Background: an optimization exercise with open tools, aiming at small area, a short achievable clock period and few clock cycles. Do not read the settings as production practice. Where RTL was checked, it was by simulation tests only, not by an equivalence proof against the original.

// risc_processor
module risc_processor (
    input wire clk,reset,
    output wire [9:0] imem_addr,
    input wire [31:0] imem_data,
    output wire [9:0] dmem_addr,
    output wire [31:0] dmem_wdata,
    output wire dmem_we,
    input wire [31:0] dmem_rdata,
    output wire halted
);
Size in the first run: ~120 I/O pins, roughly 32000 um^2 of cells after synthesis.
==> module risc_processor, before the edit <==
module risc_processor (
    input wire clk,reset,
    output wire [9:0] imem_addr,
    input wire [31:0] imem_data,
    output wire [9:0] dmem_addr,
    output wire [31:0] dmem_wdata,
    output wire dmem_we,
    input wire [31:0] dmem_rdata,
    output wire halted
);
reg  [9:0]  pc;
reg         halt_r;
reg  [31:0] xa;               
reg  [31:0] xb;               
reg  [9:0]  xaddr;            
reg  [3:0]  xrd;              
reg         xwen;             
reg         xld, xst;         
reg         xcbr;             
reg  [1:0]  xbop;             
reg         xpred;            
reg  [9:0]  xalt;             
reg         xsub, xadd, xand, xxor, xor_, xnot, xshl, xsra, xsrl, xpass;
reg  [31:0] rf [1:15];
assign imem_addr = pc;
assign halted    = halt_r;
wire [31:0] sum = xa + xb;
wire [31:0] xres = ({32{xld}}  & dmem_rdata)
                 | ({32{xadd}} & sum)
                 | ({32{xsub}} & ~sum)
                 | ({32{xand}} & (xa & xb))
                 | ({32{xxor}} & (xa ^ xb))
                 | ({32{xor_}} & (xa | xb))
                 | ({32{xnot}} & ~xa)
                 | ({32{xshl}} & {xa[30:0], 1'b0})
                 | ({32{xsra}} & {xa[31], xa[31:1]})
                 | ({32{xsrl}} & {1'b0, xa[31:1]})
                 | ({32{xpass}} & xa);
assign dmem_addr  = xaddr;
assign dmem_wdata = xb;
assign dmem_we    = xst;
wire azero = (xa == 32'd0);
wire taken = (xbop == 2'b01) ? xa[31] :
             (xbop == 2'b10) ? (~xa[31] & ~azero) : azero;
wire mispredict = xcbr & (taken != xpred);
always @(posedge clk)
    if (xwen) rf[xrd] <= xres;
wire [31:0] ins = imem_data;
wire [5:0]  op  = ins[31:26];
wire [3:0]  rs  = ins[24:21];
wire [3:0]  rt  = ins[19:16];
wire [3:0]  rd  = ins[14:11];
wire is_halt = (ins == 32'hFFFFFFFF);
wire is_r    = (op[5:4] == 2'b00);
wire is_i    = (op[5:4] == 2'b01);
wire is_mem  = (op[5:4] == 2'b10);
wire is_br   = (op[5:4] == 2'b11) & ~is_halt;
wire is_ld   = is_mem & ~op[1];
wire is_st   = is_mem & op[1];
wire is_bru  = is_br & (op[1:0] == 2'b00);
wire [3:0] dst = is_r ? rd : rt;
wire wr      = (is_r | is_i | is_ld) & (dst != 4'd0);
reg [3:0] fn;
always @(*) begin
    if (is_r)
        fn = ins[3:0] - 4'd1;
    else if (is_i & (op[3:0] != 4'd10))
        fn = op[3:0];
    else
        fn = 4'd0;
end
wire fwa = xwen & (xrd == rs);
wire fwb = xwen & (xrd == rt);
wire [31:0] ra = (rs == 4'd0) ? 32'd0 : rf[rs];
wire [31:0] rb = (rt == 4'd0) ? 32'd0 : rf[rt];
wire [31:0] opa = fwa ? xres : ra;
wire [31:0] opb = is_i ? {{16{ins[15]}}, ins[15:0]} : (fwb ? xres : rb);
wire sub = (fn == 4'd1);
wire b0  = opb[0];
wire addr_stall = is_mem & fwa;
wire [9:0] addr;
add10 addr_add (.a(ra[9:0]), .b(ins[9:0]), .s(addr));
wire [9:0] pc1    = pc + 10'd1;
wire [10:0] tgt1  = {pc, 1'b1} + {ins[9:0], 1'b1};  
wire [9:0] target = tgt1[10:1];
wire pred         = is_br & (is_bru | ins[15]);
wire issue = ~mispredict & ~halt_r & ~addr_stall;
always @(posedge clk) begin
    xa    <= opa ^ {32{sub}};
    xb    <= opb;
    xaddr <= addr;
    xrd   <= dst;
    xbop  <= op[1:0];
    xpred <= pred;
    xalt  <= pred ? pc1 : target;
    xsub  <= sub;
    xadd  <= (fn == 4'd0) & ~is_ld;
    xand  <= (fn == 4'd2);
    xxor  <= (fn == 4'd3);
    xor_  <= (fn == 4'd4);
    xnot  <= (fn == 4'd5);
    xshl  <= ((fn == 4'd6) | (fn == 4'd7)) & b0;
    xsra  <= (fn == 4'd8) & b0;
    xsrl  <= (fn == 4'd9) & b0;
    xpass <= (fn >= 4'd6) & (fn <= 4'd9) & ~b0;
    if (reset) begin
        pc     <= 10'd0;
        halt_r <= 1'b0;
        xwen   <= 1'b0;
        xld    <= 1'b0;
        xst    <= 1'b0;
        xcbr   <= 1'b0;
    end else begin
        xwen <= issue & wr;
        xld  <= issue & is_ld;
        xst  <= issue & is_st;
        xcbr <= issue & is_br & ~is_bru;
        if (issue & is_halt)
            halt_r <= 1'b1;
        if (mispredict)
            pc <= xalt;
        else if (issue & ~is_halt)
            pc <= pred ? target : pc1;
    end
end
endmodule
Settings: LEC_CHECK=0, CAP_MARGIN=20, CORE_MARGIN=2, CORE_UTILIZATION=40, CTS_BUF_LIST=sky130_fd_sc_hd__clkbuf_8, PLACE_DENSITY=0.6, SETUP_SLACK_MARGIN=3.0, SLEW_MARGIN=20, SYNTH_HIERARCHICAL=1, SYNTH_MINIMUM_KEEP_SIZE=0, TNS_END_PERCENT=5; clock period 6.0 ns.
run.sh (not shown) runs the stock make flow with config.mk's settings and CLKGATE_MAP_FILE= SYNTH_SCRIPT=/design/flow/synth_recipe.tcl, a recipe that flattens the netlist after the stock synthesis.
Testbench counts at the start, summed over its fixed seeds: cycles 31,508.
==> next run, changes <==
--- a/flow/design.v
+++ b/flow/design.v
@@ -25,23 +25,22 @@
 reg  [9:0]  xalt;             
 reg         xsub, xadd, xand, xxor, xor_, xnot, xshl, xsra, xsrl, xpass;
 reg  [31:0] rf [1:15];
 assign imem_addr = pc;
 assign halted    = halt_r;
 wire [31:0] sum = xa + xb;
-wire [31:0] xres = ({32{xld}}  & dmem_rdata)
-                 | ({32{xadd}} & sum)
-                 | ({32{xsub}} & ~sum)
+wire [31:0] xoth = ({32{xld}}  & dmem_rdata)
                  | ({32{xand}} & (xa & xb))
                  | ({32{xxor}} & (xa ^ xb))
                  | ({32{xor_}} & (xa | xb))
                  | ({32{xnot}} & ~xa)
                  | ({32{xshl}} & {xa[30:0], 1'b0})
                  | ({32{xsra}} & {xa[31], xa[31:1]})
                  | ({32{xsrl}} & {1'b0, xa[31:1]})
                  | ({32{xpass}} & xa);
+wire [31:0] xres = ({32{xadd}} & sum) | ({32{xsub}} & ~sum) | xoth;
 assign dmem_addr  = xaddr;
 assign dmem_wdata = xb;
 assign dmem_we    = xst;
 wire azero = (xa == 32'd0);
 wire taken = (xbop == 2'b01) ? xa[31] :
              (xbop == 2'b10) ? (~xa[31] & ~azero) : azero;
@@ -50,17 +49,17 @@
     if (xwen) rf[xrd] <= xres;
 wire [31:0] ins = imem_data;
 wire [5:0]  op  = ins[31:26];
 wire [3:0]  rs  = ins[24:21];
 wire [3:0]  rt  = ins[19:16];
 wire [3:0]  rd  = ins[14:11];
-wire is_halt = (ins == 32'hFFFFFFFF);
+wire is_halt = (op[5:2] == 4'b1111);
 wire is_r    = (op[5:4] == 2'b00);
 wire is_i    = (op[5:4] == 2'b01);
 wire is_mem  = (op[5:4] == 2'b10);
-wire is_br   = (op[5:4] == 2'b11) & ~is_halt;
+wire is_br   = (op[5:2] == 4'b1100);
 wire is_ld   = is_mem & ~op[1];
 wire is_st   = is_mem & op[1];
 wire is_bru  = is_br & (op[1:0] == 2'b00);
 wire [3:0] dst = is_r ? rd : rt;
 wire wr      = (is_r | is_i | is_ld) & (dst != 4'd0);
 reg [3:0] fn;
@@ -73,27 +72,37 @@
         fn = 4'd0;
 end
 wire fwa = xwen & (xrd == rs);
 wire fwb = xwen & (xrd == rt);
 wire [31:0] ra = (rs == 4'd0) ? 32'd0 : rf[rs];
 wire [31:0] rb = (rt == 4'd0) ? 32'd0 : rf[rt];
-wire [31:0] opa = fwa ? xres : ra;
-wire [31:0] opb = is_i ? {{16{ins[15]}}, ins[15:0]} : (fwb ? xres : rb);
 wire sub = (fn == 4'd1);
-wire b0  = opb[0];
+wire [31:0] imm = {{16{ins[15]}}, ins[15:0]};
+wire fa_p = fwa & ((xadd & ~sub) | (xsub & sub));
+wire fa_n = fwa & ((xsub & ~sub) | (xadd & sub));
+wire fa_o = fwa & ~xadd & ~xsub;
+wire [31:0] xa_d = ({32{fa_p}} & sum) | ({32{fa_n}} & ~sum)
+                 | ({32{fa_o}} & (xoth ^ {32{sub}}))
+                 | ({32{~fwa}} & (ra ^ {32{sub}}));
+wire fb   = fwb & ~is_i;
+wire [31:0] xb_d = ({32{fb & xadd}} & sum) | ({32{fb & xsub}} & ~sum)
+                 | ({32{fb}} & xoth)
+                 | ({32{~fwb & ~is_i}} & rb)
+                 | ({32{is_i}} & imm);
+wire b0  = is_i ? ins[0] : (fwb ? xres[0] : rb[0]);
 wire addr_stall = is_mem & fwa;
 wire [9:0] addr;
 add10 addr_add (.a(ra[9:0]), .b(ins[9:0]), .s(addr));
 wire [9:0] pc1    = pc + 10'd1;
 wire [10:0] tgt1  = {pc, 1'b1} + {ins[9:0], 1'b1};  
 wire [9:0] target = tgt1[10:1];
 wire pred         = is_br & (is_bru | ins[15]);
 wire issue = ~mispredict & ~halt_r & ~addr_stall;
 always @(posedge clk) begin
-    xa    <= opa ^ {32{sub}};
-    xb    <= opb;
+    xa    <= xa_d;
+    xb    <= xb_d;
     xaddr <= addr;
     xrd   <= dst;
     xbop  <= op[1:0];
     xpred <= pred;
     xalt  <= pred ? pc1 : target;
     xsub  <= sub;
@@ -119,11 +128,11 @@
         xst  <= issue & is_st;
         xcbr <= issue & is_br & ~is_bru;
         if (issue & is_halt)
             halt_r <= 1'b1;
         if (mispredict)
             pc <= xalt;
-        else if (issue & ~is_halt)
+        else if (issue)
             pc <= pred ? target : pc1;
     end
 end
 endmodule
After rerunning:
- register-to-register slack gains 60 ps
- core utilization climbs by 0.44 points
- clock-buffer cell count drops by 2
- via count climbs by 4.8%
- synthesized area climbs by 1.6%
- die area climbs by 1.6%
- first-iteration DRC count climbs by 8.5%
- global-route usage drops by 0.33 points
- synthesized cell count climbs by 4.0%
- cell area climbs by 2.7%
- setup slack gains 57 ps
- wire length climbs by 3.1%
- worst hold slack loses 5.1 ps
- sequential share of layout area drops by 1.1 points
Only the layout flow was run in the second run of this note; the RTL was not checked for function there.

## afterwards: timing with drivers on the ports
How much do the figures lean on ideal ports? The routed layouts below were timed once more, with nothing changed but the port constraints. Step 1: set_driving_cell puts a clkbuf_16 on clk and a buf_2 on each other input, an assumption about the parent block. Step 2 moves the port delays by t, midway between the first and last clock arrival at a register: inputs arrive t later, outputs are due t later. That takes back most of the time a late clock gives input paths. Three values: ideal, step 1, step 2; two values: the first two.
run | shift t [ns] | setup WS [ns] | latest minus earliest clock arrival (ns) | worst register clock-pin slew, ns
the first run | 0.770 | 2.785 / 2.728 / 1.958 | 0.052 / 0.053 | 0.07 / 0.07
the second run | 0.758 | 2.843 / 2.737 / 1.979 | 0.034 / 0.035 | 0.08 / 0.08
After both steps every run listed still meets setup and hold. The setup slack of the second run, which loses most, moves by -0.106 ns with the drivers and by -0.864 ns with both steps.
